Background: an optimization exercise with open tools, aiming at a short achievable clock period and few clock cycles. Do not read the settings as production practice.
Function was not checked in any run shown here: the RTL went through the layout flow alone.
Power and IR drop assume default switching activity.

[design/flow/design.v]
module mips(input  logic        clk, reset,
            output logic [31:0] pc,
            input  logic [31:0] instr,
            output logic        memwrite,
            output logic [31:0] aluout, writedata,
            input  logic [31:0] readdata);
  localparam logic [5:0] OP_R    = 6'b000000;
  localparam logic [5:0] OP_J    = 6'b000010;
  localparam logic [5:0] OP_BEQ  = 6'b000100;
  localparam logic [5:0] OP_BGTZ = 6'b000111;
  localparam logic [5:0] OP_ADDI = 6'b001000;
  localparam logic [5:0] OP_ANDI = 6'b001100;
  localparam logic [5:0] OP_XORI = 6'b001110;
  localparam logic [5:0] OP_LH   = 6'b100001;
  localparam logic [5:0] OP_LW   = 6'b100011;
  localparam logic [5:0] OP_LHU  = 6'b100100;
  localparam logic [5:0] OP_SW   = 6'b101011;
  logic [31:0] pcF;
  logic        validD, predD, fixD;
  logic [31:0] irD, pc4D;
  logic        validE;
  logic        regwE, memwE, loadE, brEqE, brGtE, jrE, predE, xE;
  logic        selAdd, selAnd, selOr, selXor, selSlt, selSrl, subE;
  logic [1:0]  ldtE;
  logic [4:0]  destE, shamtE;
  logic [31:0] opAE, opBE, sdE, altE;
  logic        constE;    
  logic [31:0] cvalE;
  logic        regwM, memwM;
  logic [1:0]  ldtM;      
  logic [4:0]  destM;
  logic [31:0] aluM, sdM;
  logic        brGtM, jrM, gtM, predM;
  logic [31:0] altM, jrsumM;
  logic [31:0] rf [1:31];
  logic [31:0] resultM;
  always_comb
    case (ldtM)
      2'd1:    resultM = readdata;
      2'd2:    resultM = {{16{readdata[15]}}, readdata[15:0]};
      2'd3:    resultM = {24'b0, readdata[7:0]};
      default: resultM = aluM;
    endcase
  always_ff @(posedge clk)
    if (regwM) rf[destM] <= resultM;
  assign aluout    = aluM;
  assign writedata = sdM;
  assign memwrite  = memwM;
  logic [31:0] a, b, sd, sum, alures;
  logic        taken, redirE;
  logic [31:0] tgtE;
  assign a  = opAE;
  assign b  = opBE;
  assign sd = sdE;
  logic [32:0] sumx;
  assign sumx = {a, 1'b1} + {b, subE};
  assign sum  = sumx[32:1];
  assign alures = ({32{selAdd}} & sum)
                | ({32{selAnd}} & (a & b))
                | ({32{selOr}}  & (a | b))
                | ({32{selXor}} & (a ^ b))
                | ({32{selSlt}} & {31'b0, sum[31]})
                | ({32{selSrl}} & (b >> shamtE));
  logic [31:0] jrsum;
  logic        a_gt_b;
  assign jrsum = a + b;
  assign a_gt_b = (a > b);
  assign taken  = (a == b);
  assign redirE = validE & brEqE & (taken ^ xE) & ~redirM;
  assign tgtE   = altE;
  logic        redirM;
  logic [31:0] tgtM;
  assign redirM = brGtM & (gtM ^ predM) | jrM;
  assign tgtM   = jrM ? jrsumM : altM;
  logic [5:0]  opD, fnD;
  logic [4:0]  rsD, rtD, rdD, destD;
  logic [31:0] seD, zeD, rsv, rtv;
  logic        isR, isJR, isLoad, isSW, isBEQ, isBGTZ, isADDI, isANDI, isXORI;
  logic        useRt, regwD, stall;
  assign opD = irD[31:26];
  assign fnD = irD[5:0];
  assign rsD = irD[25:21];
  assign rtD = irD[20:16];
  assign rdD = irD[15:11];
  assign seD = {{16{irD[15]}}, irD[15:0]};
  assign zeD = {16'b0, irD[15:0]};
  assign isR    = (opD == OP_R);
  assign isJR   = isR & (fnD == 6'b001000);
  assign isLoad = (opD == OP_LW) | (opD == OP_LH) | (opD == OP_LHU);
  assign isSW   = (opD == OP_SW);
  assign isBEQ  = (opD == OP_BEQ);
  assign isBGTZ = (opD == OP_BGTZ);
  assign isADDI = (opD == OP_ADDI);
  assign isANDI = (opD == OP_ANDI);
  assign isXORI = (opD == OP_XORI);
  assign useRt = isR | isBEQ | isBGTZ | isSW;
  logic invD;
  assign invD = isR & ((fnD == 6'b100010) | (fnD == 6'b101010));
  assign destD = isR ? rdD : rtD;
  assign regwD = ((isR & ~isJR) | isLoad | isADDI | isANDI | isXORI) & (destD != 5'd0);
  assign rsv = (rsD == 5'd0) ? 32'b0 : (regwM & (destM == rsD)) ? resultM : rf[rsD];
  assign rtv = (rtD == 5'd0) ? 32'b0 : (regwM & (destM == rtD)) ? resultM : rf[rtD];
  logic hitA, hitB;
  logic matchA, matchB;
  assign matchA = validE & regwE & (destE == rsD);
  assign matchB = validE & regwE & (destE == rtD);
  assign hitA   = matchA & ~loadE;
  assign hitB   = matchB & ~loadE;
  assign stall = validD & loadE & ((matchA & (opD != OP_J)) | (useRt & matchB));
  logic        eA, eB, mA, mB, zA, zB;
  logic        cA, cB, aA, aB;        
  logic        jrFast;
  logic [31:0] ceam, jrtgtD, dtgt;
  assign zA = (rsD == 5'd0);
  assign zB = (rtD == 5'd0);
  assign eA = validE & regwE & (destE == rsD);
  assign eB = validE & regwE & (destE == rtD);
  assign mA = regwM & (destM == rsD);
  assign mB = regwM & (destM == rtD);
  assign cA = ~zA & eA & constE;
  assign cB = ~zB & eB & constE;
  assign aA = ~zA & ~eA & mA & (ldtM == 2'd0);
  assign aB = ~zB & ~eB & mB & (ldtM == 2'd0);
  assign jrFast = isJR & (zA | cA | aA) & (zB | cB | aB);
  assign ceam = cvalE + aluM;
  always_comb
    case ({cA, aA, cB, aB})
      4'b1000, 4'b0010: jrtgtD = cvalE;
      4'b0100, 4'b0001: jrtgtD = aluM;
      4'b1001, 4'b0110: jrtgtD = ceam;
      4'b1010:          jrtgtD = {cvalE[30:0], 1'b0};
      4'b0101:          jrtgtD = {aluM[30:0], 1'b0};
      default:          jrtgtD = 32'b0;
    endcase
  logic        redirD;
  assign redirD = validD & (fixD | jrFast) & ~stall;
  assign dtgt   = fixD ? brtgtD : jrtgtD;
  logic [31:0] brtgtD;
  assign brtgtD[31:2] = pc4D[31:2] + seD[29:0];
  assign brtgtD[1:0] = pc4D[1:0];
  logic [31:0] pc4F, jtgtF, btgtF;
  logic [5:0]  opF;
  logic        isJF, predF;
  assign opF   = instr[31:26];
  logic [29:0] pcinc;
  assign pcinc = pcF[31:2] + 30'd1;
  assign pc4F = {pcinc, pcF[1:0]};
  assign isJF  = (opF == OP_J);
  assign predF = ((opF == OP_BEQ)  & ((instr[25:21] == instr[20:16]) | instr[15])) |
                 ((opF == OP_BGTZ) & ((instr[20:16] == 5'd0) | instr[15]));
  assign jtgtF = {pc4F[31:28], instr[25:0], 2'b00};
  logic [7:0]  btlo;
  logic        btc, fixF;
  logic [9:0] btsum;
  assign btsum = {1'b0, pcF[9:2], 1'b1} + {1'b0, instr[7:0], 1'b1};
  assign btlo  = btsum[8:1];
  assign btc   = btsum[9];
  assign btgtF = {pcF[31:10], btlo, pcF[1:0]};
  assign fixF  = (btc != instr[7]) | (instr[15:8] != {8{instr[7]}});
  assign pc = pcF;
  logic [31:0] pcbase, pcnext;
  logic        ovr, selJ, selB;
  assign ovr    = redirM | redirE | stall | redirD;
  assign pcbase = redirM ? tgtM : redirE ? tgtE : stall ? pcF : redirD ? dtgt : pc4F;
  assign selJ   = ~ovr & isJF;
  assign selB   = ~ovr & predF;
  pcsel u_pcsel(.base(pcbase), .jtgt(jtgtF), .btgt(btgtF), .selj(selJ), .selb(selB), .y(pcnext));
  always_ff @(posedge clk, posedge reset)
    if (reset) pcF <= 32'b0;
    else       pcF <= pcnext;
  always_ff @(posedge clk, posedge reset)
    if (reset)       validD <= 1'b0;
    else if (redirM | redirE) validD <= 1'b0;
    else if (!stall) validD <= ~redirD;
  always_ff @(posedge clk)
    if (!stall) begin
      irD   <= instr;
      pc4D  <= pc4F;
      predD <= predF;
      fixD  <= predF & fixF;
    end
  logic killE;
  assign killE = redirM | redirE | stall | ~validD;
  always_ff @(posedge clk, posedge reset)
    if (reset) validE <= 1'b0;
    else       validE <= ~killE;
  always_ff @(posedge clk) begin
    regwE  <= regwD;
    memwE  <= isSW;
    loadE  <= isLoad;
    brEqE  <= isBEQ | (isBGTZ & (rtD == 5'd0));
    brGtE  <= isBGTZ & (rtD != 5'd0);
    xE     <= isBEQ ? predD : ~predD;
    jrE    <= isJR & ~jrFast;
    constE <= (isADDI | isANDI | isXORI) & (rsD == 5'd0);
    cvalE  <= isADDI ? seD : isXORI ? zeD : 32'b0;
    predE  <= predD;
    ldtE   <= (opD == OP_LW) ? 2'd1 : (opD == OP_LH) ? 2'd2 : (opD == OP_LHU) ? 2'd3 : 2'd0;
    destE  <= destD;
    shamtE <= irD[10:6];
    subE   <= invD;
    selAdd <= isLoad | isSW | isADDI | (isR & ((fnD == 6'b100000) | (fnD == 6'b100010)));
    selAnd <= isANDI | (isR & (fnD == 6'b100100));
    selOr  <= isR & (fnD == 6'b100101);
    selXor <= isXORI;
    selSlt <= isR & (fnD == 6'b101010);
    selSrl <= isR & (fnD == 6'b000010);
    opAE   <= hitA ? alures : rsv;
    opBE   <= (isLoad | isSW | isADDI) ? seD : (isANDI | isXORI) ? zeD :
              {32{invD}} ^ (hitB ? alures : rtv);
    sdE    <= hitB ? alures : rtv;
    altE   <= predD ? pc4D : brtgtD;
  end
  always_ff @(posedge clk, posedge reset)
    if (reset) begin
      regwM <= 1'b0;
      memwM <= 1'b0;
      brGtM <= 1'b0;
      jrM   <= 1'b0;
    end else begin
      regwM <= validE & regwE & ~redirM;
      memwM <= validE & memwE & ~redirM;
      brGtM <= validE & brGtE & ~redirM;
      jrM   <= validE & jrE & ~redirM;
    end
  always_ff @(posedge clk) begin
    ldtM  <= ldtE;
    destM <= destE;
    aluM  <= alures;
    sdM   <= sd;
    gtM    <= a_gt_b;
    predM  <= predE;
    altM   <= altE;
    jrsumM <= jrsum;
  end
endmodule
module pcsel(input  logic [31:0] base, jtgt, btgt,
             input  logic        selj, selb,
             output logic [31:0] y);
  assign y = selj ? jtgt : selb ? btgt : base;
endmodule
[design/flow/constraint.sdc]
create_clock -name core_clock -period 9.0 [get_ports {clk}]
set_input_delay 1.8000 -clock core_clock [delete_from_list [all_inputs] [get_ports {clk}]]
set_output_delay 1.8000 -clock core_clock [all_outputs]
set_load 0.01 [all_outputs]
[design/flow/standard.sh]
#!/bin/bash
# synth_recipe.tcl (not shown) runs the flow's synth.tcl, then flattens the netlist and writes it again
# the make line also repeats each setting of config.mk as NAME=value (left out here)
make -C /OpenROAD-flow-scripts/flow DESIGN_CONFIG=/design/flow/config.mk WORK_HOME=/design/flow/orfs CLKGATE_MAP_FILE= SYNTH_SCRIPT=/design/flow/synth_recipe.tcl "${@:-finish}"
[design/flow/flow/run.sh]
#!/bin/bash
# Standard ORFS layout (the standard.sh) with these changes to how it is
# made (constraints unchanged):
#  - ports are buffered with buf_4 instead of the default delay buffer, and
#    the resizer may change a cell's footprint.
set -euo pipefail
bash standard.sh finish SETUP_SLACK_MARGIN=6.6 MATCH_CELL_FOOTPRINT=0 \
  "BUFFER_PORTS_ARGS=-buffer_cell sky130_fd_sc_hd__buf_4" CTS_CLUSTER_SIZE=20 CTS_CLUSTER_DIAMETER=60 > make_finish.log 2>&1
[design/flow/config.mk]
export PLATFORM = sky130hd
export DESIGN_NAME = mips
export DESIGN_NICKNAME = mips
export VERILOG_FILES = /design/flow/design.v
export SDC_FILE = /design/flow/constraint.sdc
export NUM_CORES = 4
export LEC_CHECK = 0
export CAP_MARGIN = 20
export CORE_MARGIN = 2
export CORE_UTILIZATION = 40
export SETUP_SLACK_MARGIN = 5
export SLEW_MARGIN = 20
export SYNTH_HIERARCHICAL = 1
export SYNTH_MINIMUM_KEEP_SIZE = 0
==> out/qor.yml, run 1 <==
grt_usage_pct: 30.34
start_util_pct: 40.24
die_h_um: 430.2
yosys.area.top_type: "edfxtp_1"
cp-start-kind: "flop"
power.total_mw: 20.18
synthToLayoutAreaGrowth_pct: 33.43
cts_max_level: 3
grt_use_met1_pct: 38.13
rsz0062_at_grt: "yes"
synth-seq-cells: 1416
timing.fmax_mhz: 286.9
synth_edf_count: 1058
path_class: "flop to flop"
port_buffers: 162
drtPass1Iterations: 8
dieArea_um2: 185100
yosysUniqueCellTypes: 105
cts-root-buf: "clkbuf_16"
slowest_delay_ps: 480
crit_chain: "buf_6 -> ha_4 -> a211oi_4 -> nor4_1 -> or2_1 -> o21ai_4 -> buf_6 -> o21ai_2 -> a221o_1 -> a21oi_2 -> xor2_1 -> buf_4 -> or2_4 -> a21oi_4 -> mux2i_1 -> o21ai_1"
grt_pass1_wl_mm: 399.1
dp_cells: 7464
layout-drive-gt1-share_pct: 48.31
final_max_slew_viol_count: 0
grt_pass1_vias: 52970
reg2regPathDepth: 16
io_pins: 163
drv_cap: 0
worstSetupEndpointType: "flop"
cpMostUsedCell: "buf_6"
clkTransAtPathRegs_ps: 70
ant_nets: 0
min_period_ps: 3486
coreArea_um2: 180500
met2_usage_pct: 48.64
tns_ps: 0
crit_arrival_ps: 4200
via_count: 55510
dp_hpwl_mm: 164.3
drcViolationCount: 0
crit_required_ps: 9720
synth_top_cells_by_count: "1058 x edfxtp_1, 573 x mux4_2, 320 x dfxtp_1, 314 x nand2_1, 301 x a21oi_1"
layout.cells.non_filler: 8567
synth_top_area_share_pct: 43.72
slew-limit-headroom_pct: 23.64
p_leak_nw: 34.53
clock-sinks: 1416
place.gp.congestion: 0.9902
worst_slew_pin_slew_ps: 1137
power.density_nw_per_um2: 208.2
wl_mm: 296.6
critPathCapture: "pcF[19]"
multi_input_area_um2: 37210
regArea_um2: 39530
syn_avg_cell_area_um2: 13.99
rr_endpoint: "pcF[19]"
fillerInstances: 14260
cts_max_path_buffers: 3
ys.flop_type: "edfxtp_1"
die_x_um: 430.2
min_path_type: "flop to flop"
finalSetupViolCount: 0
async_reset_ff_share_pct: 2.684
rrSetupSlack_ps: 5510
busiest_layer: "met2"
synthTopCellsByArea: "edfxtp_1 44%, mux4_2 18%, dfxtp_1 8.8%, mux2i_1 3.2%, ha_1 2.8%"
insertion_delay_ps: 820
grtUsageMet3_pct: 5.061
fin_nets: 6331
fin_worst_skew_ps: 60.22
cts_tree: "yes"
grt_overflow_total: 0
grt_max_degree: 65
synth_warnings: 7
fin_crit_sh_pct: 38.73
wire_per_inst_um: 34.62
synth_most_common_cell: "edfxtp_1"
r2r_start: "irD[1]"
numCtsBuffers: 118
slowest_stage: "edfxtp_1"
status: "timing/DRC/antenna clean"
hold_viol: 0
via_per_inst: 6.479
crit_start: "irD[1]"
critPathMaxFanout: 4
grt_antenna_before_repair: 9
drtIter0Drc: 7186
rows: 156
vdd_drop_max_mv: 0.1726
ys_seq_area_share_pct: 53.85
synthCells: 5194
netlist_area_um2: 72660
## metal layers
metal  routed length, um  share of wire [%]
met1              105400                 36
met4               25250                8.5
met2              137100                 46
met5                  18             0.0061
met3               28820                9.7
## repair_timing
action,in CTS,in global routing
cloned,62,28
endpoints found under the setup margin,1660,618
buffers inserted,520,270
pin swaps,265,312
gates resized for setup,1312,470
hold buffers,0,0
## placed cells by master (no fill, tap or decap), types with 93 or more instances in the layout
cell and n:
ha_1 109, buf_4 656, nor2_1 191, mux2i_1 176, mux4_2 573, buf_6 308, clkbuf_16 174, edfxtp_1 1058
dfxtp_1 179, a211oi_1 93, nand2_1 276, a21oi_1 183
## cells by family after synthesis
family,synth area share (%)
AO/OA/AOI/OAI,10.31
XOR/XNOR,2.218
adder cells (fa/ha/maj),2.979
buffers and inverters,3.389
flip-flops,53.85
multiplexers,21.49
other,0.005161
AND/OR/NAND/NOR,5.763
## per-module statistics from Yosys (local to each module, per instance)
module	cells	copies in the design
mips	5087	1
pcsel	107	1
## where the power goes
part	switching [mW]	total [mW]	internal, mW
Sequential	0.576	8.23	7.66
Clock	2.78	5.63	2.85
Combinational	3.38	6.32	2.94
## cell type report
type,count,area share (%)
antenna,4,0.01032
clock buffer,125,3.095
timing repair buffer,1151,12.85
multi-input combinational,3256,38.38
inverter,152,0.6595
clock inverter,93,1.176
sequential,1416,40.77
tap,2370,3.059
## sequential cells by signal, indices dropped and copies added (netlist names), 17 cells and up, named ones only
name / count
irD: 32
cvalE: 17
sdE: 32
sdM: 32
altE: 32
aluM: 32
opBE: 32
altM: 32
jrsumM: 32
pcF: 32
opAE: 32
rf: 992
pc4D: 32
## stage by stage
| step | util [%] | hold slack [ps] | area (um^2) | worst slack (ps) |
|---|---|---|---|---|
| after floorplan | - | 309.6 | 73510 | 5410 |
| after global placement | 42.62 | 311.7 | 76950 | 3559 |
| after detailed placement | 42.62 | 312.1 | 76950 | 3410 |
| after CTS | 51.03 | 317.3 | 92140 | 5624 |
| after global routing | 53.70 | 327.6 | 96950 | 5464 |
| final | 53.70 | 316.8 | 96950 | 5514 |
## how the worst min path moves through the flow
stage	start	endpoint	depth (start not counted)
2_1_floorplan	ldtE[0]	ldtM[0]	0
3_3_place_gp	sdE[8]	sdM[8]	0
3_5_place_dp	predE	predM	0
4_1_cts	sdE[20]	sdM[20]	0
5_1_grt	sdE[13]	sdM[13]	0
6_report	sdE[20]	sdM[20]	0
## critical path, delay by kind of cell (launching register included)
kind            cells  cell delay (ps)
compound gates      7             1440
xor+xnor            1               80
fa+ha+maj           1              220
buf+inv             3              460
flops               1              480
mux                 1              110
simple gates        3              600
==> run 2: changes to the inputs <==
--- a/design/flow/design.v
+++ b/design/flow/design.v
@@ -16,7 +16,9 @@
   localparam logic [5:0] OP_LHU  = 6'b100100;
   localparam logic [5:0] OP_SW   = 6'b101011;
   logic [31:0] pcF;
-  logic        validD, predD, fixD;
+  logic        validD, predD, crossD, longD, btcD;
+  logic [7:0]  btloD;
+  logic [21:0] hiD;
   logic [31:0] irD, pc4D;
   logic        validE;
   logic        regwE, memwE, loadE, brEqE, brGtE, jrE, predE, xE;
@@ -132,9 +134,29 @@
       4'b0101:          jrtgtD = {aluM[30:0], 1'b0};
       default:          jrtgtD = 32'b0;
     endcase
-  logic        redirD;
-  assign redirD = validD & (fixD | jrFast) & ~stall;
-  assign dtgt   = fixD ? brtgtD : jrtgtD;
+  logic [31:0] pE, kE;
+  logic        zeroE, zeroX, ztD, earlyD, takenD, redirEarly;
+  assign pE    = opAE ^ opBE;
+  assign kE    = opAE | opBE;
+  assign zeroE = subE ? (&pE) : (~pE[0] & (&(pE[31:1] ~^ kE[30:0])));
+  assign zeroX = eA ? zeroE : (aluM == 32'b0);
+  assign ztD   = (isBGTZ | isBEQ) & zB & ~zA;
+  assign earlyD = ztD & ((eA & ~loadE & selAdd) | (~eA & mA & (ldtM == 2'd0)));
+  assign takenD = isBGTZ ? ~zeroX : zeroX;
+  logic        predEff, actD;
+  assign predEff = predD & ~longD;
+  assign actD    = earlyD & ~(takenD & ~predEff);
+  logic [21:0] hiP, hiM;
+  logic [31:0] fixTgt;
+  assign hiP    = hiD + 22'd1;
+  assign hiM    = hiD - 22'd1;
+  assign fixTgt = {btcD ? hiP : hiM, btloD, 2'b00};
+  logic        rLong, rCross, rNt, redirD;
+  assign rLong  = longD;
+  assign rNt    = earlyD & ~takenD & predEff;
+  assign rCross = crossD & ~(earlyD & ~takenD);
+  assign redirD = validD & ~stall & (rLong | rCross | rNt | jrFast);
+  assign dtgt   = jrFast ? jrtgtD : rCross ? fixTgt : pc4D;
   logic [31:0] brtgtD;
   assign brtgtD[31:2] = pc4D[31:2] + seD[29:0];
   assign brtgtD[1:0] = pc4D[1:0];
@@ -150,13 +172,13 @@
                  ((opF == OP_BGTZ) & ((instr[20:16] == 5'd0) | instr[15]));
   assign jtgtF = {pc4F[31:28], instr[25:0], 2'b00};
   logic [7:0]  btlo;
-  logic        btc, fixF;
+  logic        btc, shortF;
   logic [9:0] btsum;
   assign btsum = {1'b0, pcF[9:2], 1'b1} + {1'b0, instr[7:0], 1'b1};
   assign btlo  = btsum[8:1];
   assign btc   = btsum[9];
   assign btgtF = {pcF[31:10], btlo, pcF[1:0]};
-  assign fixF  = (btc != instr[7]) | (instr[15:8] != {8{instr[7]}});
+  assign shortF = (instr[15:8] == {8{instr[7]}});
   assign pc = pcF;
   logic [31:0] pcbase, pcnext;
   logic        ovr, selJ, selB;
@@ -177,7 +199,11 @@
       irD   <= instr;
       pc4D  <= pc4F;
       predD <= predF;
-      fixD  <= predF & fixF;
+      crossD <= predF & shortF & (btc != instr[7]);
+      longD  <= predF & ~shortF;
+      btloD  <= btlo;
+      btcD   <= btc;
+      hiD    <= pcF[31:10];
     end
   logic killE;
   assign killE = redirM | redirE | stall | ~validD;
@@ -188,13 +214,13 @@
     regwE  <= regwD;
     memwE  <= isSW;
     loadE  <= isLoad;
-    brEqE  <= isBEQ | (isBGTZ & (rtD == 5'd0));
+    brEqE  <= (isBEQ | (isBGTZ & (rtD == 5'd0))) & ~actD;
     brGtE  <= isBGTZ & (rtD != 5'd0);
-    xE     <= isBEQ ? predD : ~predD;
+    xE     <= isBEQ ? predEff : ~predEff;
     jrE    <= isJR & ~jrFast;
     constE <= (isADDI | isANDI | isXORI) & (rsD == 5'd0);
     cvalE  <= isADDI ? seD : isXORI ? zeD : 32'b0;
-    predE  <= predD;
+    predE  <= predEff;
     ldtE   <= (opD == OP_LW) ? 2'd1 : (opD == OP_LH) ? 2'd2 : (opD == OP_LHU) ? 2'd3 : 2'd0;
     destE  <= destD;
     shamtE <= irD[10:6];
@@ -209,7 +235,7 @@
     opBE   <= (isLoad | isSW | isADDI) ? seD : (isANDI | isXORI) ? zeD :
               {32{invD}} ^ (hitB ? alures : rtv);
     sdE    <= hitB ? alures : rtv;
-    altE   <= predD ? pc4D : brtgtD;
+    altE   <= predEff ? pc4D : brtgtD;
   end
   always_ff @(posedge clk, posedge reset)
     if (reset) begin
==> run 2 against run 1 <==
  * Critical path depth is the same
  * Register-to-register slack lost 210 ps
  * Global-route usage grew 1.1 points
  * Area after synthesis grew 4.2%
==> out/qor.yml, run 2 <==
crit_start: "opBE[23]"  # was irD[1]
grt_pass1_wl_mm: 427.8  # was 399.1 mm
pwr-share-comb_pct: 34.3  # was 31.3%
critPathMaxFanout: 9  # was 4
power.density_nw_per_um2: 218.5  # was 208.2 nW/um^2
path_class: "flop to flop"  # unchanged
status: "timing/DRC/antenna clean"  # unchanged
finalSetupViolCount: 0  # unchanged
slew-limit-headroom_pct: 14.46  # was 23.64%
io_pins: 163  # unchanged
synth_edf_count: 1090  # was 1058
syn_avg_cell_area_um2: 13.41  # was 13.99 um^2
grt_pass1_vias: 55360  # was 52970
min_period_ps: 3696  # was 3486 ps
drv_cap: 0  # unchanged
largest_register: "rf"  # unchanged
numCtsBuffers: 120  # was 118
fin_worst_skew_ps: 137.3  # was 60.22 ps
via_per_inst: 6.481  # was 6.479
die_h_um: 439.1  # was 430.2 um
p_leak_nw: 35.48  # was 34.53 nW
p_int_mw: 14.00  # was 13.44 mW
min_path_type: "flop to flop"  # unchanged
synth_top_cells_by_count: "1090 x edfxtp_1, 573 x mux4_2, 400 x nand2_1, 372 x a21oi_1, 320 x dfxtp_1"  # was 1058 x edfxtp_1, 573 x mux4_2, 320 x dfxtp_1, 314 x nand2_1, 301 x a21oi_1
power_frac_seq_pct: 39.5  # was 40.8%
dieArea_um2: 192800  # was 185100 um^2
yosysUniqueCellTypes: 102  # was 105
drtPass1Iterations: 7  # was 8
largest_reg_flops: 992  # unchanged
fillerInstances: 15340  # was 14260
final_max_slew_viol_count: 0  # unchanged
synthTopCellsByArea: "edfxtp_1 43%, mux4_2 17%, dfxtp_1 8.5%, ha_1 3.1%, mux2i_1 2.9%"  # was edfxtp_1 44%, mux4_2 18%, dfxtp_1 8.8%, mux2i_1 3.2%, ha_1 2.8%
rr_endpoint: "pcF[13]"  # was pcF[19]
grt_antenna_before_repair: 8  # was 9
fin_crit_sh_pct: 41.07  # was 38.73%
worst_slew_pin_slew_ps: 1278  # was 1137 ps
async_reset_ff_share_pct: 2.624  # was 2.684%
timing.fmax_mhz: 270.5  # was 286.9 MHz
port_buffers: 162  # unchanged
grt_max_degree: 97  # was 65
clockPowerShare_pct: 26.3  # was 27.9%
drtIter0Drc: 8477  # was 7186
rsz0062_at_grt: "yes"  # unchanged
ys_seq_area_share_pct: 52.95  # was 53.85%
cts-root-buf: "clkbuf_16"  # unchanged
cts_tree: "yes"  # unchanged
synth_warnings: 7  # unchanged
reg2regPathDepth: 16  # unchanged
synth-seq-cells: 1448  # was 1416
wire_per_inst_um: 34.94  # was 34.62 um
drcViolationCount: 0  # unchanged
ys.flop_type: "edfxtp_1"  # unchanged
rrSetupSlack_ps: 5300  # was 5510 ps
clkTransAtPathRegs_ps: 80  # was 70 ps
synthCells: 5644  # was 5194
grt_overflow_total: 0  # unchanged
r2r_start: "opBE[23]"  # was irD[1]
synth_most_common_cell: "edfxtp_1"  # unchanged
hp-start: "sdE[30]"  # was sdE[20]
cp-start-kind: "flop"  # unchanged
yosys.area.top_type: "edfxtp_1"  # unchanged
netlist_area_um2: 75710  # was 72660 um^2
grt_usage_pct: 31.42  # was 30.34%
synth_top_area_share_pct: 43.23  # was 43.72%
netSwitchingFraction_pct: 35.28  # was 33.40%
dp_hpwl_mm: 186.9  # was 164.3 mm
layout-drive-gt1-share_pct: 43.64  # was 48.31%
mostFrequentLayoutCells: "1090 x edfxtp_1, 610 x buf_4, 573 x mux4_2"  # was 1058 x edfxtp_1, 656 x buf_4, 573 x mux4_2
worstSetupEndpointType: "flop"  # unchanged
min_to: "sdM[30]"  # was sdM[20]
min_path_cells: 0  # unchanged
coreArea_um2: 188000  # was 180500 um^2
wl_mm: 314.9  # was 296.6 mm
insertion_delay_ps: 870  # was 820 ps
final_common_cell: "edfxtp_1"  # unchanged
post-route-util_pct: 52.65  # was 53.70%
die_x_um: 439.1  # was 430.2 um
tns_ps: 0  # unchanged
place.gp.congestion: 1.004  # was 0.9902
synthToLayoutAreaGrowth_pct: 30.75  # was 33.43%
vdd_drop_max_mv: 0.1842  # was 0.1726 mV
via_count: 58400  # was 55510
cts_max_path_buffers: 3  # unchanged
start_util_pct: 40.27  # was 40.24%
fin_nets: 6669  # was 6331
cts_max_level: 3  # unchanged
hold_viol: 0  # unchanged
crit_required_ps: 9750  # was 9720 ps
rows: 159  # was 156
crit_arrival_ps: 4450  # was 4200 ps
holdBufCountCts: 0  # unchanged
p_sw_mw: 7.629  # was 6.741 mW
ant_nets: 0  # unchanged
clock-sinks: 1448  # was 1416
[run 2: worst max path at each step]
| stage | to | cells after the start | slack (ps) |
|---|---|---|---|
| 6_report | pcF[13] | 16 | 5300 |
| 3_3_place_gp | pcF[17] | 15 | 3280 |
| 4_1_cts | pcF[4] | 16 | 5520 |
| 3_5_place_dp | pcF[12] | 15 | 3180 |
| 5_1_grt | pcF[13] | 16 | 5240 |
| 2_1_floorplan | pcF[12] | 9 | 5330 |
[run 2: metal layers]
metal / vias to the layer above / global-route usage, % / wire (um)
met5: - / 0 / 34
met4: 6 / 20.29 / 23820
met3: 884 / 6.314 / 34480
met1: 29890 / 41.78 / 117500
li1: 23700 / - / -
met2: 3924 / 46.98 / 139100
[run 2: logic make-up after synthesis]
family                     after synthesis  synth area share (%)
muxes                                  811                 20.23
buffers and inverters                  569                 3.282
xor gates and xnor gates               245                 2.834
AOI/OAI and AO/OA                     1230                 10.38
DFF                                   1448                 52.95
other                                    1              0.004953
adders and majority gates              191                 3.216
and+or+nand+nor                       1149                 7.103
[run 2: Yosys stat by module (local to each module, per instance)]
module,cell area (um^2),flip-flops and latches
mips,74990,1448
pcsel,714.4,0
[run 2: worst max-delay path, cell delays in order (launching register included)]
cell	delay [ps]
dfxtp_4	380
inv_1	80
ha_4	270
buf_4	170
nor4_4	280
nand4_1	230
nor2_2	200
xor2_1	110
nand2_2	130
buf_12	160
buf_4	220
nor3_1	70
o31ai_1	580
o311ai_2	230
a21oi_2	140
mux2i_1	100
o21ai_1	190
[run 2: power groups by stage]
| stage | logic, mW | clock network, mW | registers (mW) |
|---|---|---|---|
| 3_5_place_dp | 4.84 | 0 | 8.76 |
| 4_1_cts | 6.61 | 5.71 | 8.51 |
| 6_report | 7.41 | 5.68 | 8.53 |
| 2_1_floorplan | 3.35 | 0 | 8.40 |
| 5_1_grt | 7.73 | 5.97 | 8.56 |
| 3_3_place_gp | 4.84 | 0 | 8.75 |
[run 2: final cells by class]
class / count / area (um^2) / area share (%)
timing repair inverter: 3 / 30.03 / 0.03034
timing repair buffer: 1035 / 11010 / 11.13
inverter: 175 / 759.5 / 0.7672
clock inverter: 92 / 1170 / 1.182
clock buffer: 130 / 3050 / 3.082
multi-input combinational: 3629 / 39380 / 39.78
antenna: 4 / 10.01 / 0.01011
sequential: 1448 / 40450 / 40.87
tap: 2495 / 3122 / 3.154
[run 2: through the flow]
step / hold WS, ps / power [mW] / cell area (um^2) / worst slack (ps) / cells
finish: 277.9 / 21.63 / 98990 / 5304 / 9011
detailed placement: 313.2 / 13.60 / 80800 / 3177 / 8039
global route: 295.6 / 22.25 / 98980 / 5245 / 9009
CTS: 294.4 / 20.83 / 95250 / 5518 / 8807
global placement: 310.9 / 13.59 / 80800 / 3285 / 8039
floorplan: 309.6 / 11.75 / 77180 / 5331 / 5645
[run 2: what timing repair did]
| item | 4_1_cts | 5_1_grt |
|---|---|---|
| pin swaps | 269 | 202 |
| gates resized for setup | 1243 | 399 |
| setup endpoints to repair | 1880 | 463 |
| buffers inserted | 506 | 181 |
| gates cloned | 40 | 19 |
==> run 3: changes to the inputs <==
--- a/design/flow/design.v
+++ b/design/flow/design.v
@@ -15,7 +15,8 @@
   localparam logic [5:0] OP_LW   = 6'b100011;
   localparam logic [5:0] OP_LHU  = 6'b100100;
   localparam logic [5:0] OP_SW   = 6'b101011;
-  logic [31:0] pcF;
+  logic [31:0] pcF;       
+  logic [31:0] pcI;       
   logic        validD, predD, crossD, longD, btcD;
   logic [7:0]  btloD;
   logic [21:0] hiD;
@@ -32,6 +33,7 @@
   logic [1:0]  ldtM;      
   logic [4:0]  destM;
   logic [31:0] aluM, sdM;
+  logic [31:0] aluQ;      
   logic        brGtM, jrM, gtM, predM;
   logic [31:0] altM, jrsumM;
   logic [31:0] rf [1:31];
@@ -45,7 +47,7 @@
     endcase
   always_ff @(posedge clk)
     if (regwM) rf[destM] <= resultM;
-  assign aluout    = aluM;
+  assign aluout    = aluQ;
   assign writedata = sdM;
   assign memwrite  = memwM;
   logic [31:0] a, b, sd, sum, alures;
@@ -165,8 +167,8 @@
   logic        isJF, predF;
   assign opF   = instr[31:26];
   logic [29:0] pcinc;
-  assign pcinc = pcF[31:2] + 30'd1;
-  assign pc4F = {pcinc, pcF[1:0]};
+  assign pcinc = pcI[31:2] + 30'd1;
+  assign pc4F = {pcinc, pcI[1:0]};
   assign isJF  = (opF == OP_J);
   assign predF = ((opF == OP_BEQ)  & ((instr[25:21] == instr[20:16]) | instr[15])) |
                  ((opF == OP_BGTZ) & ((instr[20:16] == 5'd0) | instr[15]));
@@ -174,22 +176,24 @@
   logic [7:0]  btlo;
   logic        btc, shortF;
   logic [9:0] btsum;
-  assign btsum = {1'b0, pcF[9:2], 1'b1} + {1'b0, instr[7:0], 1'b1};
+  assign btsum = {1'b0, pcI[9:2], 1'b1} + {1'b0, instr[7:0], 1'b1};
   assign btlo  = btsum[8:1];
   assign btc   = btsum[9];
-  assign btgtF = {pcF[31:10], btlo, pcF[1:0]};
+  assign btgtF = {pcI[31:10], btlo, pcI[1:0]};
   assign shortF = (instr[15:8] == {8{instr[7]}});
   assign pc = pcF;
   logic [31:0] pcbase, pcnext;
   logic        ovr, selJ, selB;
   assign ovr    = redirM | redirE | stall | redirD;
-  assign pcbase = redirM ? tgtM : redirE ? tgtE : stall ? pcF : redirD ? dtgt : pc4F;
+  assign pcbase = redirM ? tgtM : redirE ? tgtE : stall ? pcI : redirD ? dtgt : pc4F;
   assign selJ   = ~ovr & isJF;
   assign selB   = ~ovr & predF;
   pcsel u_pcsel(.base(pcbase), .jtgt(jtgtF), .btgt(btgtF), .selj(selJ), .selb(selB), .y(pcnext));
   always_ff @(posedge clk, posedge reset)
     if (reset) pcF <= 32'b0;
     else       pcF <= pcnext;
+  always_ff @(posedge clk)
+    pcI <= reset ? 32'b0 : pcnext;
   always_ff @(posedge clk, posedge reset)
     if (reset)       validD <= 1'b0;
     else if (redirM | redirE) validD <= 1'b0;
@@ -203,7 +207,7 @@
       longD  <= predF & ~shortF;
       btloD  <= btlo;
       btcD   <= btc;
-      hiD    <= pcF[31:10];
+      hiD    <= pcI[31:10];
     end
   logic killE;
   assign killE = redirM | redirE | stall | ~validD;
@@ -253,6 +257,7 @@
     ldtM  <= ldtE;
     destM <= destE;
     aluM  <= alures;
+    if (validE & (memwE | loadE)) aluQ <= alures;
     sdM   <= sd;
     gtM    <= a_gt_b;
     predM  <= predE;
==> run 3 against run 2 <==
  * Global-route usage up 0.97 points
  * Non-clock buffer count up 15
  * Utilization up 0.90 points
  * Clock-buffer cell count up 22
==> out/qor.yml, run 3 <==
via_per_inst: 6.496  # was 6.481
crit_start: "opBE[2]"  # was opBE[23]
grt_overflow_total: 0  # unchanged
cts-root-buf: "clkbuf_16"  # unchanged
coreArea_um2: 192200  # was 188000 um^2
drtPass1Iterations: 9  # was 7
min_period_ps: 3958  # was 3696 ps
crit_arrival_ps: 4720  # was 4450 ps
die_x_um: 443.2  # was 439.1 um
io_pins: 163  # unchanged
cp-start-kind: "flop"  # unchanged
synth_most_common_cell: "edfxtp_1"  # unchanged
final_max_slew_viol_count: 0  # unchanged
slew-limit-headroom_pct: 19.28  # was 14.46%
grt_max_degree: 67  # was 97
finalSetupViolCount: 0  # unchanged
reg2regPathDepth: 17  # was 16
synth_warnings: 7  # unchanged
worstSetupEndpointType: "flop"  # unchanged
rr_endpoint: "pcI[22]"  # was pcF[13]
critPathMaxFanout: 5  # was 9
holdBufCountCts: 0  # unchanged
numCtsBuffers: 140  # was 120
worst_slew_pin_slew_ps: 1211  # was 1278 ps
layout-drive-gt1-share_pct: 45.31  # was 43.64%
synth_top_cells_by_count: "1122 x edfxtp_1, 582 x mux4_2, 354 x nand2_1, 352 x dfxtp_1, 313 x nor2_1"  # was 1090 x edfxtp_1, 573 x mux4_2, 400 x nand2_1, 372 x a21oi_1, 320 x dfxtp_1
yosys.area.top_type: "edfxtp_1"  # unchanged
place.gp.congestion: 0.9950  # was 1.004
crit_required_ps: 9760  # was 9750 ps
status: "timing/DRC/antenna clean"  # unchanged
dieArea_um2: 196400  # was 192800 um^2
cts_max_path_buffers: 3  # unchanged
netlist_area_um2: 77160  # was 75710 um^2
port_buffers: 162  # unchanged
post_dp_cell_area_um2: 82390  # was 80800 um^2
hp-start: "sdE[12]"  # was sdE[30]
drtIter0Drc: 8515  # was 8477
power.density_nw_per_um2: 190.1  # was 218.5 nW/um^2
synth_edf_count: 1122  # was 1090
multi_input_area_um2: 40420  # was 39380 um^2
tns_ps: 0  # unchanged
syn_avg_cell_area_um2: 13.74  # was 13.41 um^2
largest_register: "rf"  # unchanged
synthTopCellsByArea: "edfxtp_1 44%, mux4_2 17%, dfxtp_1 9.1%, ha_1 3.0%, mux2i_1 2.9%"  # was edfxtp_1 43%, mux4_2 17%, dfxtp_1 8.5%, ha_1 3.1%, mux2i_1 2.9%
mostFrequentLayoutCells: "1122 x edfxtp_1, 582 x mux4_2, 565 x buf_4"  # was 1090 x edfxtp_1, 610 x buf_4, 573 x mux4_2
regArea_um2: 41940  # was 40450 um^2
min_path_cells: 0  # unchanged
async_reset_ff_share_pct: 2.513  # was 2.624%
min_to: "sdM[12]"  # was sdM[30]
final_common_cell: "edfxtp_1"  # unchanged
fin_nets: 6724  # was 6669
dp_cells: 8049  # was 8039
drv_cap: 0  # unchanged
grt_usage_pct: 32.39  # was 31.42%
largest_reg_flops: 992  # unchanged
cts_max_level: 4  # was 3
ant_nets: 0  # unchanged
fin_crit_sh_pct: 43.97  # was 41.07%
wire_per_inst_um: 36.23  # was 34.94 um
p_leak_nw: 36.68  # was 35.48 nW
via_count: 59300  # was 58400
timing.fmax_mhz: 252.7  # was 270.5 MHz
fillerInstances: 15540  # was 15340
yosysUniqueCellTypes: 99  # was 102
clock-sinks: 1512  # was 1448
cts_tree: "yes"  # unchanged
path_class: "flop to flop"  # unchanged
synthCells: 5615  # was 5644
clkTransAtPathRegs_ps: 70  # was 80 ps
grt_pass1_vias: 56520  # was 55360
start_util_pct: 40.15  # was 40.27%
rows: 161  # was 159
rsz0062_at_grt: "yes"  # unchanged
drcViolationCount: 0  # unchanged
fin_worst_skew_ps: 88.23  # was 137.3 ps
grt_antenna_before_repair: 20  # was 8
rrSetupSlack_ps: 5040  # was 5300 ps
layout.cells.non_filler: 9129  # was 9011
wl_mm: 330.7  # was 314.9 mm
ys_seq_area_share_pct: 54.03  # was 52.95%
dp_hpwl_mm: 187.9  # was 186.9 mm
finalInstanceArea_um2: 102900  # was 98990 um^2
min_path_type: "flop to flop"  # unchanged
r2r_start: "opBE[2]"  # was opBE[23]
grt_pass1_wl_mm: 446.2  # was 427.8 mm
synth_top_area_share_pct: 43.67  # was 43.23%
die_h_um: 443.2  # was 439.1 um
synthToLayoutAreaGrowth_pct: 33.38  # was 30.75%
insertion_delay_ps: 840  # was 870 ps
synth-seq-cells: 1512  # was 1448
hold_viol: 0  # unchanged
vdd_drop_max_mv: 0.1972  # was 0.1842 mV
ys.flop_type: "edfxtp_1"  # unchanged
==> run 3: metal layers <==
metal | track usage [%] | routed length (um) | share of wire (%)
met1 | 40.46 | 117100 | 35
met2 | 49.31 | 148000 | 45
met3 | 8.091 | 36520 | 11
met4 | 23.05 | 29050 | 8.8
met5 | 0 | 38 | 0.011
==> run 3: power by group <==
part / internal [mW] / leakage, nW / switching [mW] / total (mW)
clock network: 3.27 / 2.36 / 3.17 / 6.44
registers: 7.89 / 14.0 / 0.348 / 8.24
logic: 2.13 / 20.3 / 2.76 / 4.88
total: 13.3 / 36.7 / 6.28 / 19.6
==> run 3: worst max-delay path: stages (launching register included) <==
cell and delay (ps):
dfxtp_4 360, inv_4 40, ha_4 300, xor2_4 230
nand4_1 190, or4_4 580, o22ai_4 250, a21o_4 240
mux2i_4 100, buf_6 150, or2_4 280, buf_6 140
o21ai_4 200, a22oi_2 120, a221oi_2 290, mux2i_1 110
o21ai_1 210, nor2b_1 150
==> run 3: kinds of logic after synthesis <==
family,count (synthesis),synth area share [%]
simple gates,1105,6.699
flops,1512,54.03
mux,846,20.49
compound gates,1185,9.908
xor+xnor,242,2.747
other cells,1,0.004860
fa+ha+maj,191,3.156
buf+inv,533,2.963
==> run 3: area by class of cell <==
cell class	count	share of cell area [%]
clock buffers	152	3.489
diodes	19	0.04620
well taps	2526	3.071
repair buffers	1050	11.22
clock inverters	107	1.311
repair inverters	5	0.08268
flip-flops and latches	1512	40.75
multi-input cells	3596	39.28
inverters	162	0.7502
==> run 3: how the worst max path moves through the flow <==
stage                          to  slack [ps]  depth (start not counted)
after floorplan           pcI[12]        5310                         10
after detailed placement  pcI[12]        3470                         14
after global placement     pcI[6]        3600                         14
after global routing       pcI[3]        5010                         16
after CTS                  pcI[6]        5080                         16
final                     pcI[22]        5040                         17
==> run 3: timing repair <==
| action | 4_1_cts | 5_1_grt |
|---|---|---|
| pin swaps | 324 | 274 |
| resized for setup | 1337 | 456 |
| hold endpoints to repair | 0 | 0 |
| setup endpoints to repair | 1884 | 1249 |
| setup buffers | 473 | 244 |
| gates cloned | 72 | 13 |
==> run 3: Yosys stat by module (local to each module, per instance) <==
module | copies in the design | cells inside | cell area [um^2] | flops+latches
mips | 1 | 5508 | 76440 | 1512
pcsel | 1 | 107 | 714.4 | 0
==> run 3: through the flow <==
stage	setup slack, ps	util (%)	hold slack, ps	total power [mW]
final	5042	53.55	323.6	19.57
after global routing	5006	53.54	326.6	20.02
after CTS	5084	51.29	322.6	18.96
after detailed placement	3473	42.87	311.8	11.36
after global placement	3600	42.87	313.1	11.35
after floorplan	5313	-	309.6	10.07
==> run 4: changes to the inputs <==
--- a/design/flow/design.v
+++ b/design/flow/design.v
@@ -15,8 +15,7 @@
   localparam logic [5:0] OP_LW   = 6'b100011;
   localparam logic [5:0] OP_LHU  = 6'b100100;
   localparam logic [5:0] OP_SW   = 6'b101011;
-  logic [31:0] pcF;       
-  logic [31:0] pcI;       
+  logic [31:0] pcF;
   logic        validD, predD, crossD, longD, btcD;
   logic [7:0]  btloD;
   logic [21:0] hiD;
@@ -59,12 +58,15 @@
   logic [32:0] sumx;
   assign sumx = {a, 1'b1} + {b, subE};
   assign sum  = sumx[32:1];
-  assign alures = ({32{selAdd}} & sum)
-                | ({32{selAnd}} & (a & b))
+  logic [31:0] pE, cE, logres;
+  assign logres = ({32{selAnd}} & (a & b))
                 | ({32{selOr}}  & (a | b))
                 | ({32{selXor}} & (a ^ b))
-                | ({32{selSlt}} & {31'b0, sum[31]})
                 | ({32{selSrl}} & (b >> shamtE));
+  assign pE = a ^ b;
+  assign cE = sum ^ pE;
+  fwdsel u_alures(.px(pE), .c(cE), .sltx(sum[31]), .fs(selAdd), .fl(selSlt),
+                  .rest(logres), .y(alures));
   logic [31:0] jrsum;
   logic        a_gt_b;
   assign jrsum = a + b;
@@ -111,6 +113,20 @@
   assign hitA   = matchA & ~loadE;
   assign hitB   = matchB & ~loadE;
   assign stall = validD & loadE & ((matchA & (opD != OP_J)) | (useRt & matchB));
+  logic        immB;
+  logic [31:0] immv, restA, restB, restS, nextA, nextB, nextS;
+  assign immB  = isLoad | isSW | isADDI | isANDI | isXORI;
+  assign immv  = (isANDI | isXORI) ? zeD : seD;
+  assign restA = hitA ? logres : rsv;
+  assign restS = hitB ? logres : rtv;
+  assign restB = immB ? immv : ({32{invD}} ^ restS);
+  fwdsel u_nextA(.px(pE), .c(cE), .sltx(sum[31]), .fs(hitA & selAdd),
+                 .fl(hitA & selSlt), .rest(restA), .y(nextA));
+  fwdsel u_nextB(.px(pE ^ {32{invD}}), .c(cE), .sltx(sum[31] ^ invD),
+                 .fs(~immB & hitB & selAdd), .fl(~immB & hitB & selSlt),
+                 .rest(restB), .y(nextB));
+  fwdsel u_nextS(.px(pE), .c(cE), .sltx(sum[31]), .fs(hitB & selAdd),
+                 .fl(hitB & selSlt), .rest(restS), .y(nextS));
   logic        eA, eB, mA, mB, zA, zB;
   logic        cA, cB, aA, aB;        
   logic        jrFast;
@@ -136,28 +152,17 @@
       4'b0101:          jrtgtD = {aluM[30:0], 1'b0};
       default:          jrtgtD = 32'b0;
     endcase
-  logic [31:0] pE, kE;
-  logic        zeroE, zeroX, ztD, earlyD, takenD, redirEarly;
-  assign pE    = opAE ^ opBE;
-  assign kE    = opAE | opBE;
-  assign zeroE = subE ? (&pE) : (~pE[0] & (&(pE[31:1] ~^ kE[30:0])));
-  assign zeroX = eA ? zeroE : (aluM == 32'b0);
-  assign ztD   = (isBGTZ | isBEQ) & zB & ~zA;
-  assign earlyD = ztD & ((eA & ~loadE & selAdd) | (~eA & mA & (ldtM == 2'd0)));
-  assign takenD = isBGTZ ? ~zeroX : zeroX;
-  logic        predEff, actD;
+  logic        predEff;
   assign predEff = predD & ~longD;
-  assign actD    = earlyD & ~(takenD & ~predEff);
   logic [21:0] hiP, hiM;
   logic [31:0] fixTgt;
   assign hiP    = hiD + 22'd1;
   assign hiM    = hiD - 22'd1;
   assign fixTgt = {btcD ? hiP : hiM, btloD, 2'b00};
-  logic        rLong, rCross, rNt, redirD;
+  logic        rLong, rCross, redirD;
   assign rLong  = longD;
-  assign rNt    = earlyD & ~takenD & predEff;
-  assign rCross = crossD & ~(earlyD & ~takenD);
-  assign redirD = validD & ~stall & (rLong | rCross | rNt | jrFast);
+  assign rCross = crossD;
+  assign redirD = validD & ~stall & (rLong | rCross | jrFast);
   assign dtgt   = jrFast ? jrtgtD : rCross ? fixTgt : pc4D;
   logic [31:0] brtgtD;
   assign brtgtD[31:2] = pc4D[31:2] + seD[29:0];
@@ -167,8 +172,8 @@
   logic        isJF, predF;
   assign opF   = instr[31:26];
   logic [29:0] pcinc;
-  assign pcinc = pcI[31:2] + 30'd1;
-  assign pc4F = {pcinc, pcI[1:0]};
+  assign pcinc = pcF[31:2] + 30'd1;
+  assign pc4F = {pcinc, pcF[1:0]};
   assign isJF  = (opF == OP_J);
   assign predF = ((opF == OP_BEQ)  & ((instr[25:21] == instr[20:16]) | instr[15])) |
                  ((opF == OP_BGTZ) & ((instr[20:16] == 5'd0) | instr[15]));
@@ -176,24 +181,23 @@
   logic [7:0]  btlo;
   logic        btc, shortF;
   logic [9:0] btsum;
-  assign btsum = {1'b0, pcI[9:2], 1'b1} + {1'b0, instr[7:0], 1'b1};
+  assign btsum = {1'b0, pcF[9:2], 1'b1} + {1'b0, instr[7:0], 1'b1};
   assign btlo  = btsum[8:1];
   assign btc   = btsum[9];
-  assign btgtF = {pcI[31:10], btlo, pcI[1:0]};
+  assign btgtF = {pcF[31:10], btlo, pcF[1:0]};
   assign shortF = (instr[15:8] == {8{instr[7]}});
   assign pc = pcF;
   logic [31:0] pcbase, pcnext;
   logic        ovr, selJ, selB;
-  assign ovr    = redirM | redirE | stall | redirD;
-  assign pcbase = redirM ? tgtM : redirE ? tgtE : stall ? pcI : redirD ? dtgt : pc4F;
-  assign selJ   = ~ovr & isJF;
-  assign selB   = ~ovr & predF;
-  pcsel u_pcsel(.base(pcbase), .jtgt(jtgtF), .btgt(btgtF), .selj(selJ), .selb(selB), .y(pcnext));
+  assign ovr    = redirM | stall | redirD;
+  assign pcbase = redirM ? tgtM : stall ? pcF : dtgt;
+  assign selJ   = isJF;
+  assign selB   = predF & ~isJF;
+  pcsel u_pcsel(.etgt(tgtE), .base(pcbase), .jtgt(jtgtF), .btgt(btgtF), .p4(pc4F),
+                .rede(redirE), .ovr(ovr), .selj(selJ), .selb(selB), .y(pcnext));
   always_ff @(posedge clk, posedge reset)
     if (reset) pcF <= 32'b0;
     else       pcF <= pcnext;
-  always_ff @(posedge clk)
-    pcI <= reset ? 32'b0 : pcnext;
   always_ff @(posedge clk, posedge reset)
     if (reset)       validD <= 1'b0;
     else if (redirM | redirE) validD <= 1'b0;
@@ -207,7 +211,7 @@
       longD  <= predF & ~shortF;
       btloD  <= btlo;
       btcD   <= btc;
-      hiD    <= pcI[31:10];
+      hiD    <= pcF[31:10];
     end
   logic killE;
   assign killE = redirM | redirE | stall | ~validD;
@@ -218,7 +222,7 @@
     regwE  <= regwD;
     memwE  <= isSW;
     loadE  <= isLoad;
-    brEqE  <= (isBEQ | (isBGTZ & (rtD == 5'd0))) & ~actD;
+    brEqE  <= isBEQ | (isBGTZ & (rtD == 5'd0));
     brGtE  <= isBGTZ & (rtD != 5'd0);
     xE     <= isBEQ ? predEff : ~predEff;
     jrE    <= isJR & ~jrFast;
@@ -235,10 +239,9 @@
     selXor <= isXORI;
     selSlt <= isR & (fnD == 6'b101010);
     selSrl <= isR & (fnD == 6'b000010);
-    opAE   <= hitA ? alures : rsv;
-    opBE   <= (isLoad | isSW | isADDI) ? seD : (isANDI | isXORI) ? zeD :
-              {32{invD}} ^ (hitB ? alures : rtv);
-    sdE    <= hitB ? alures : rtv;
+    opAE   <= nextA;
+    opBE   <= nextB;
+    sdE    <= nextS;
     altE   <= predEff ? pc4D : brtgtD;
   end
   always_ff @(posedge clk, posedge reset)
@@ -257,7 +260,7 @@
     ldtM  <= ldtE;
     destM <= destE;
     aluM  <= alures;
-    if (validE & (memwE | loadE)) aluQ <= alures;
+    aluQ  <= sum;
     sdM   <= sd;
     gtM    <= a_gt_b;
     predM  <= predE;
@@ -265,8 +268,14 @@
     jrsumM <= jrsum;
   end
 endmodule
-module pcsel(input  logic [31:0] base, jtgt, btgt,
-             input  logic        selj, selb,
+module fwdsel(input  logic [31:0] px, c, rest,
+              input  logic        sltx, fs, fl,
+              output logic [31:0] y);
+  assign y[31:1] = fs ? (px[31:1] ^ c[31:1]) : rest[31:1];
+  assign y[0]    = fs ? (px[0] ^ c[0]) : fl ? sltx : rest[0];
+endmodule
+module pcsel(input  logic [31:0] etgt, base, jtgt, btgt, p4,
+             input  logic        rede, ovr, selj, selb,
              output logic [31:0] y);
-  assign y = selj ? jtgt : selb ? btgt : base;
+  assign y = rede ? etgt : ovr ? base : selj ? jtgt : selb ? btgt : p4;
 endmodule
--- a/design/flow/config.mk
+++ b/design/flow/config.mk
@@ -10,5 +10,3 @@
 export CORE_UTILIZATION = 40
 export SETUP_SLACK_MARGIN = 5
 export SLEW_MARGIN = 20
-export SYNTH_HIERARCHICAL = 1
-export SYNTH_MINIMUM_KEEP_SIZE = 0
==> run 4 against run 3 <==
  * Still clean on timing, DRC and antenna
  * Non-clock buffer count up 38
  * Synthesized cell count shrank 3.0%
  * Design area fell by 1.8%
  * Critical path type unchanged
==> out/qor.yml, run 4 <==
status: "timing/DRC/antenna clean"  # unchanged
crit_required_ps: 9690  # was 9760 ps
numCtsBuffers: 118  # was 140
vdd_drop_max_mv: 0.2367  # was 0.1972 mV
mostFrequentLayoutCells: "1090 x edfxtp_1, 613 x buf_4, 575 x mux4_2"  # was 1122 x edfxtp_1, 582 x mux4_2, 565 x buf_4
synth_warnings: 1  # was 7
async_reset_ff_share_pct: 2.568  # was 2.513%
critPathCapture: "pcF[27]"  # was pcI[22]
synthCells: 5447  # was 5615
r2r_start: "btcD"  # was opBE[2]
min_path_type: "flop to flop"  # unchanged
synthToLayoutAreaGrowth_pct: 34.05  # was 33.38%
dieArea_um2: 192000  # was 196400 um^2
holdBufCountCts: 0  # unchanged
synth-seq-cells: 1480  # was 1512
grt_pass1_wl_mm: 437.5  # was 446.2 mm
io_pins: 163  # unchanged
place.gp.congestion: 1.042  # was 0.9950
slowest_stage: "edfxtp_1"  # was or4_4
ys_seq_area_share_pct: 54.02  # was 54.03%
yosys.area.top_type: "edfxtp_1"  # unchanged
largest_reg_flops: 992  # unchanged
slowest_delay_ps: 430  # was 580 ps
cts_tree: "yes"  # unchanged
largest_register: "rf"  # unchanged
die_h_um: 438.1  # was 443.2 um
ys.flop_type: "edfxtp_1"  # unchanged
critPathMaxFanout: 5  # unchanged
rsz0062_at_grt: "yes"  # unchanged
start_util_pct: 40.19  # was 40.15%
die_x_um: 438.1  # was 443.2 um
power.density_nw_per_um2: 215.9  # was 190.1 nW/um^2
via_count: 58410  # was 59300
hold_viol: 0  # unchanged
crit_chain: "clkinvlp_4 -> buf_8 -> ha_4 -> a21o_1 -> a21o_1 -> a22o_1 -> o41a_1 -> a41oi_2 -> buf_4 -> xnor2_2 -> mux2_2 -> a41oi_2 -> o221a_2 -> o2bb2ai_1"  # was inv_4 -> ha_4 -> xor2_4 -> nand4_1 -> or4_4 -> o22ai_4 -> a21o_4 -> mux2i_4 -> buf_6 -> or2_4 -> buf_6 -> o21ai_4 -> a22oi_2 -> a221oi_2 -> mux2i_1 -> o21ai_1 -> nor2b_1
grt_usage_pct: 32.40  # was 32.39%
cts_max_level: 3  # was 4
via_per_inst: 6.567  # was 6.496
crit_start: "btcD"  # was opBE[2]
wire_per_inst_um: 36.45  # was 36.23 um
synth_top_area_share_pct: 43.41  # was 43.67%
grt_pass1_vias: 56020  # was 56520
grt_overflow_total: 0  # unchanged
yosysUniqueCellTypes: 98  # was 99
rr_endpoint: "pcF[27]"  # was pcI[22]
path_class: "flop to flop"  # unchanged
finalSetupViolCount: 0  # unchanged
tns_ps: 0  # unchanged
drtPass1Iterations: 9  # unchanged
timing.fmax_mhz: 299.6  # was 252.7 MHz
clock-sinks: 1480  # was 1512
crit_arrival_ps: 4030  # was 4720 ps
wl_mm: 324.3  # was 330.7 mm
synth_edf_count: 1090  # was 1122
dp_hpwl_mm: 177.5  # was 187.9 mm
p_leak_nw: 35.89  # was 36.68 nW
cts-root-buf: "clkbuf_16"  # unchanged
final_max_slew_viol_count: 0  # unchanged
layout-drive-gt1-share_pct: 48.98  # was 45.31%
slew-limit-headroom_pct: 29.04  # was 19.28%
synthTopCellsByArea: "edfxtp_1 43%, mux4_2 17%, dfxtp_1 9.3%, ha_1 3.1%, mux2i_1 2.8%"  # was edfxtp_1 44%, mux4_2 17%, dfxtp_1 9.1%, ha_1 3.0%, mux2i_1 2.9%
grt_antenna_before_repair: 9  # was 20
syn_avg_cell_area_um2: 13.84  # was 13.74 um^2
ant_nets: 0  # unchanged
grt_max_degree: 61  # was 67
fillerInstances: 14860  # was 15540
rows: 159  # was 161
fin_crit_sh_pct: 37.08  # was 43.97%
min_period_ps: 3338  # was 3958 ps
port_buffers: 162  # unchanged
reg2regPathDepth: 14  # was 17
fin_nets: 6555  # was 6724
worst_slew_pin_slew_ps: 1064  # was 1211 ps
post-route-util_pct: 53.87  # was 53.55%
insertion_delay_ps: 830  # was 840 ps
drtIter0Drc: 8249  # was 8515
netlist_area_um2: 75390  # was 77160 um^2
fin_worst_skew_ps: 63.02  # was 88.23 ps
coreArea_um2: 187600  # was 192200 um^2
cts_max_path_buffers: 3  # unchanged
drcViolationCount: 0  # unchanged
rrSetupSlack_ps: 5660  # was 5040 ps
worstSetupEndpointType: "flop"  # unchanged
cp-start-kind: "flop"  # unchanged
drv_cap: 0  # unchanged
clkTransAtPathRegs_ps: 80  # was 70 ps
synth_most_common_cell: "edfxtp_1"  # unchanged
synth_top_cells_by_count: "1090 x edfxtp_1, 575 x mux4_2, 352 x dfxtp_1, 349 x nor2_1, 335 x a21oi_1"  # was 1122 x edfxtp_1, 582 x mux4_2, 354 x nand2_1, 352 x dfxtp_1, 313 x nor2_1
final_common_cell: "edfxtp_1"  # unchanged
[run 4: cell types whose count changed in the layout (fill, tap and decap cells not counted), sizes merged, moves of 13 or more]
cell,delta
nor3,-15
a21oi,+48
edfxtp,-32
diode,-14
xor2,-28
buf,+22
o21ai,-44
mux2i,-15
a22oi,+15
nand2,-80
nor2b,-32
clkinvlp,-13
and3,-25
nor2,+36
[run 4: report_power, final]
group	switching [mW]	internal, mW	total [mW]
Clock	2.92	2.72	5.64
Combinational	4.01	3.48	7.48
Sequential	0.618	8.07	8.69
[run 4: final cells by class]
class	instances	area [um^2]	share of cell area, %
Inverter	171	744.5	0.7366
Antenna cell	5	12.51	0.01238
Timing Repair Buffer	1088	12070	11.95
Timing Repair inverter	2	12.51	0.01238
Multi-Input combinational cell	3437	39870	39.45
Clock buffer	131	3043	3.011
Tap cell	2495	3122	3.089
Sequential cell	1480	41080	40.65
Clock inverter	86	1105	1.093
[run 4: cell families (layout without fill, tap and decap cells)]
group                    Yosys count  count (layout)  synth area share (%)
flip-flops                      1480            1480                 54.02
AO/OA/AOI/OAI                   1213            1229                 10.50
AND/OR/NAND/NOR                  966             970                 5.903
multiplexers                     830             830                 20.63
buffers and inverters            550            1478                 3.190
XOR/XNOR                         217             217                 2.521
adder cells (fa/ha/maj)          191             191                 3.230
other                              0               5                     0
[run 4: layer usage]
metal	wire length, um	GRT usage [%]
met1	111700	39.72
met2	149800	51.35
met4	29020	24.00
met5	50	0
met3	33730	5.935
[run 4: timing repair]
item,4_1_cts,5_1_grt
setup endpoints to repair,2208,640
resized for setup,1472,488
pin swaps,325,325
gates cloned,88,19
buffers inserted,523,204
[run 4: how the worst min path moves through the flow]
| stage | slack (ps) | cells after the start | startpoint | endpoint |
|---|---|---|---|---|
| floorplan | 310 | 0 | ldtE[0] | ldtM[0] |
| global placement | 310 | 0 | sdE[30] | sdM[30] |
| detailed placement | 310 | 0 | sdE[19] | sdM[19] |
| CTS | 320 | 0 | sdE[0] | sdM[0] |
| global route | 330 | 0 | sdE[29] | sdM[29] |
| finish | 320 | 0 | sdE[0] | sdM[0] |
[run 4: critical path, delay by kind of cell (launching register included)]
| kind | cells | cell delay, ps |
|---|---|---|
| AOI/OAI and AO/OA | 8 | 1630 |
| xor gates and xnor gates | 1 | 70 |
| adders and majority gates | 1 | 210 |
| buffers and inverters | 3 | 560 |
| DFF | 1 | 430 |
| muxes | 1 | 320 |
[run 4: metrics by stage]
stage / setup slack [ps] / area (um^2) / instances / total power, mW / hold WS (ps)
4_1_cts: 5670 / 96800 / 8667 / 20.94 / 317.4
5_1_grt: 5555 / 101100 / 8892 / 22.41 / 328.1
3_5_place_dp: 4359 / 80260 / 7839 / 13.37 / 312.1
6_report: 5662 / 101100 / 8895 / 21.82 / 318.4
3_3_place_gp: 4404 / 80220 / 7837 / 13.36 / 311.9
2_1_floorplan: 5343 / 76620 / 5447 / 11.55 / 309.6
==> run 5: changes to the inputs <==
--- a/design/flow/config.mk
+++ b/design/flow/config.mk
@@ -10,3 +10,5 @@
 export CORE_UTILIZATION = 40
 export SETUP_SLACK_MARGIN = 5
 export SLEW_MARGIN = 20
+export SYNTH_HIERARCHICAL = 1
+export SYNTH_MINIMUM_KEEP_SIZE = 0
==> run 5 against run 4 <==
  * Still clean on timing, DRC and antenna
  * First-iteration DRC count grew 7.9%
  * Design area increased by 4.9%
  * Wire length up 4.2%
  * Synthesized cell count increased by 7.8%
  * Power grew 8.1%
  * Worst setup slack got worse by 170 ps
  * Sequential power increased by 0.7%
  * Critical endpoint is now pcF[24]
  * Largest power group is now combinational cells
==> out/qor.yml, run 5 <==
finalSetupViolCount: 0  # unchanged
grt_usage_pct: 32.41  # was 32.40%
worstSetupEndpointType: "flop"  # unchanged
ys_seq_area_share_pct: 52.24  # was 54.02%
synthXorXnorAreaFrac_pct: 4.325  # was 2.521%
synth_most_common_cell: "edfxtp_1"  # unchanged
fin_nets: 7094  # was 6555
drv_cap: 0  # unchanged
fin_crit_sh_pct: 39.03  # was 37.08%
via_count: 61800  # was 58410
start_util_pct: 40.11  # was 40.19%
fillerInstances: 15310  # was 14860
path_class: "flop to flop"  # unchanged
clock-sinks: 1480  # unchanged
power.density_nw_per_um2: 222.5  # was 215.9 nW/um^2
rsz0062_at_grt: "yes"  # unchanged
largest_register: "rf"  # unchanged
timing.fmax_mhz: 284.7  # was 299.6 MHz
route.met3.wl_mm: 41.14  # was 33.73 mm
synthCells: 5872  # was 5447
grt_pass1_wl_mm: 454.0  # was 437.5 mm
crit_required_ps: 9670  # was 9690 ps
status: "timing/DRC/antenna clean"  # unchanged
cts_max_level: 3  # unchanged
cp-start-kind: "flop"  # unchanged
power.total_mw: 23.58  # was 21.82 mW
final_common_cell: "edfxtp_1"  # unchanged
drcViolationCount: 0  # unchanged
synth_top_area_share_pct: 41.98  # was 43.41%
yosys.area.top_type: "edfxtp_1"  # unchanged
clkTransAtPathRegs_ps: 90  # was 80 ps
netlist_area_um2: 77970  # was 75390 um^2
critPathMaxFanout: 4  # was 5
synth_mux_area_share_pct: 19.83  # was 20.63%
min_path_type: "flop to flop"  # unchanged
grt_overflow_total: 0  # unchanged
io_pins: 163  # unchanged
cts-root-buf: "clkbuf_16"  # unchanged
numCtsBuffers: 120  # was 118
layout-drive-gt1-share_pct: 49.99  # was 48.98%
layout.cells.non_filler: 9486  # was 8895
slew-limit-headroom_pct: 21.08  # was 29.04%
synth_adder_area_share_pct: 3.123  # was 3.230%
grt_pass1_vias: 58720  # was 56020
ant_nets: 0  # unchanged
insertion_delay_ps: 870  # was 830 ps
coreArea_um2: 194400  # was 187600 um^2
wire_per_inst_um: 35.61  # was 36.45 um
via_per_inst: 6.515  # was 6.567
dp_cells: 8271  # was 7839
min_period_ps: 3513  # was 3338 ps
synth_top_cells_by_count: "1090 x edfxtp_1, 570 x mux4_2, 491 x a21oi_1, 409 x nor2_1, 352 x dfxtp_1"  # was 1090 x edfxtp_1, 575 x mux4_2, 352 x dfxtp_1, 349 x nor2_1, 335 x a21oi_1
cts_max_path_buffers: 3  # unchanged
die_x_um: 445.5  # was 438.1 um
hold_viol: 0  # unchanged
synthTopCellsByArea: "edfxtp_1 42%, mux4_2 16%, dfxtp_1 9.0%, xnor2_1 3.5%, a21oi_1 3.2%"  # was edfxtp_1 43%, mux4_2 17%, dfxtp_1 9.3%, ha_1 3.1%, mux2i_1 2.8%
yosysUniqueCellTypes: 89  # was 98
place.gp.congestion: 1.051  # was 1.042
top_layer_used: "met5"  # unchanged
dp_hpwl_mm: 180.9  # was 177.5 mm
cts_tree: "yes"  # unchanged
ys.flop_type: "edfxtp_1"  # unchanged
synth_top_family_by_area: "multiplexers"  # unchanged
mostFrequentLayoutCells: "1090 x edfxtp_1, 690 x buf_4, 570 x mux4_2"  # was 1090 x edfxtp_1, 613 x buf_4, 575 x mux4_2
crit_arrival_ps: 4180  # was 4030 ps
drtPass1Iterations: 8  # was 9
p_leak_nw: 37.59  # was 35.89 nW
rows: 162  # was 159
synth-seq-cells: 1480  # unchanged
synthToLayoutAreaGrowth_pct: 35.93  # was 34.05%
port_buffers: 162  # unchanged
==> run 5: cell types whose count changed after synthesis, sizes merged, moves of 20 or more <==
cell and delta:
a21oi +190, xnor2 +153, nor2 +87, nand2 +68, o22ai +56, buf +33
a31oi -23, nand3 -20
==> run 5: worst paths after layout <==
check	start	endpoint	slack, ps
hold / removal	sdE[8]	sdM[8]	320
setup / recovery	aluM[0]	pcF[24]	5490
setup reg to reg	aluM[0]	pcF[24]	5490
min in group asynchronous	reset	pcF[26]	1000
hold reg to reg	sdE[8]	sdM[8]	320
max in group asynchronous	reset	pcF[20]	7510
==> run 5: metal layers <==
layer	GRT usage (%)	vias up
met5	0	-
met2	49.32	4579
li1	-	24690
met3	8.458	1125
met4	19.24	8
met1	41.72	31410
==> run 5: cell type report <==
cell class,instances,area (um^2),area share (%)
Antenna cell,8,20.02,0.01889
Clock buffer,138,3186,3.006
Clock inverter,83,1144,1.079
Inverter,185,820.8,0.7745
Multi-Input combinational cell,3812,42450,40.06
Sequential cell,1480,41080,38.76
Tap cell,2542,3181,3.001
Timing Repair Buffer,1233,14040,13.25
Timing Repair inverter,5,57.56,0.05431
==> run 5: through the flow <==
step	setup slack [ps]	util, %	hold slack [ps]	instance area (um^2)
floorplan	5340	-	309.6	79620
global placement	4282	42.61	313.7	82820
detailed placement	4136	42.61	312.1	82830
CTS	5580	51.31	327.3	99740
global route	5422	54.52	334.6	106000
finish	5487	54.52	317.8	106000
==> run 5: modules after synthesis (local to each module, per instance) <==
module	flops+latches	area, um^2	times used	cells
pcsel	0	1286	1	153
mips	1480	73770	1	5307
fwdsel	0	729.4	4	103
==> run 5: cell families after synthesis <==
group	Yosys count
flops	1480
compound gates	1317
simple gates	1067
mux	827
buf+inv	604
xor+xnor	385
fa+ha+maj	191
other cells	1
==> run 5: report_power, final <==
group	switching (mW)	leakage (nW)	internal (mW)	total, mW
Clock	3.02	2.09	2.86	5.88
Combinational	4.72	22.0	4.23	8.95
Sequential	0.655	13.5	8.09	8.75
Total	8.39	37.6	15.2	23.6
==> run 5: repair_timing <==
action | CTS | global route
endpoints found under the hold margin | 0 | 0
cloned | 111 | 26
hold buffers | 0 | 0
setup buffers | 547 | 301
gates resized for setup | 1443 | 711
pin swaps | 400 | 399
endpoints found under the setup margin | 1974 | 848
==> run 5: worst max-delay path, stage by stage (launching register included) <==
cell      delay, ps
dfxtp_2         360
ha_4            140
inv_2            30
fa_2            370
nor2b_4         130
o31a_1          170
o21ai_2         100
a31oi_4         260
a221oi_2         90
buf_4           170
a21o_4          240
o21ai_4         160
buf_4           130
xnor2_1          60
o21ai_2         340
a211oi_2        120
a211oi_1        230
o22ai_1         100
a21oi_1         160

Check on run 5: ideal ports give 5.487 ns setup slack; a clkbuf_16 on the clock port and buf_2 on the inputs give 5.487 ns; moving port delays by the midpoint clock arrival (0.894 ns) as well gives 4.855 ns.
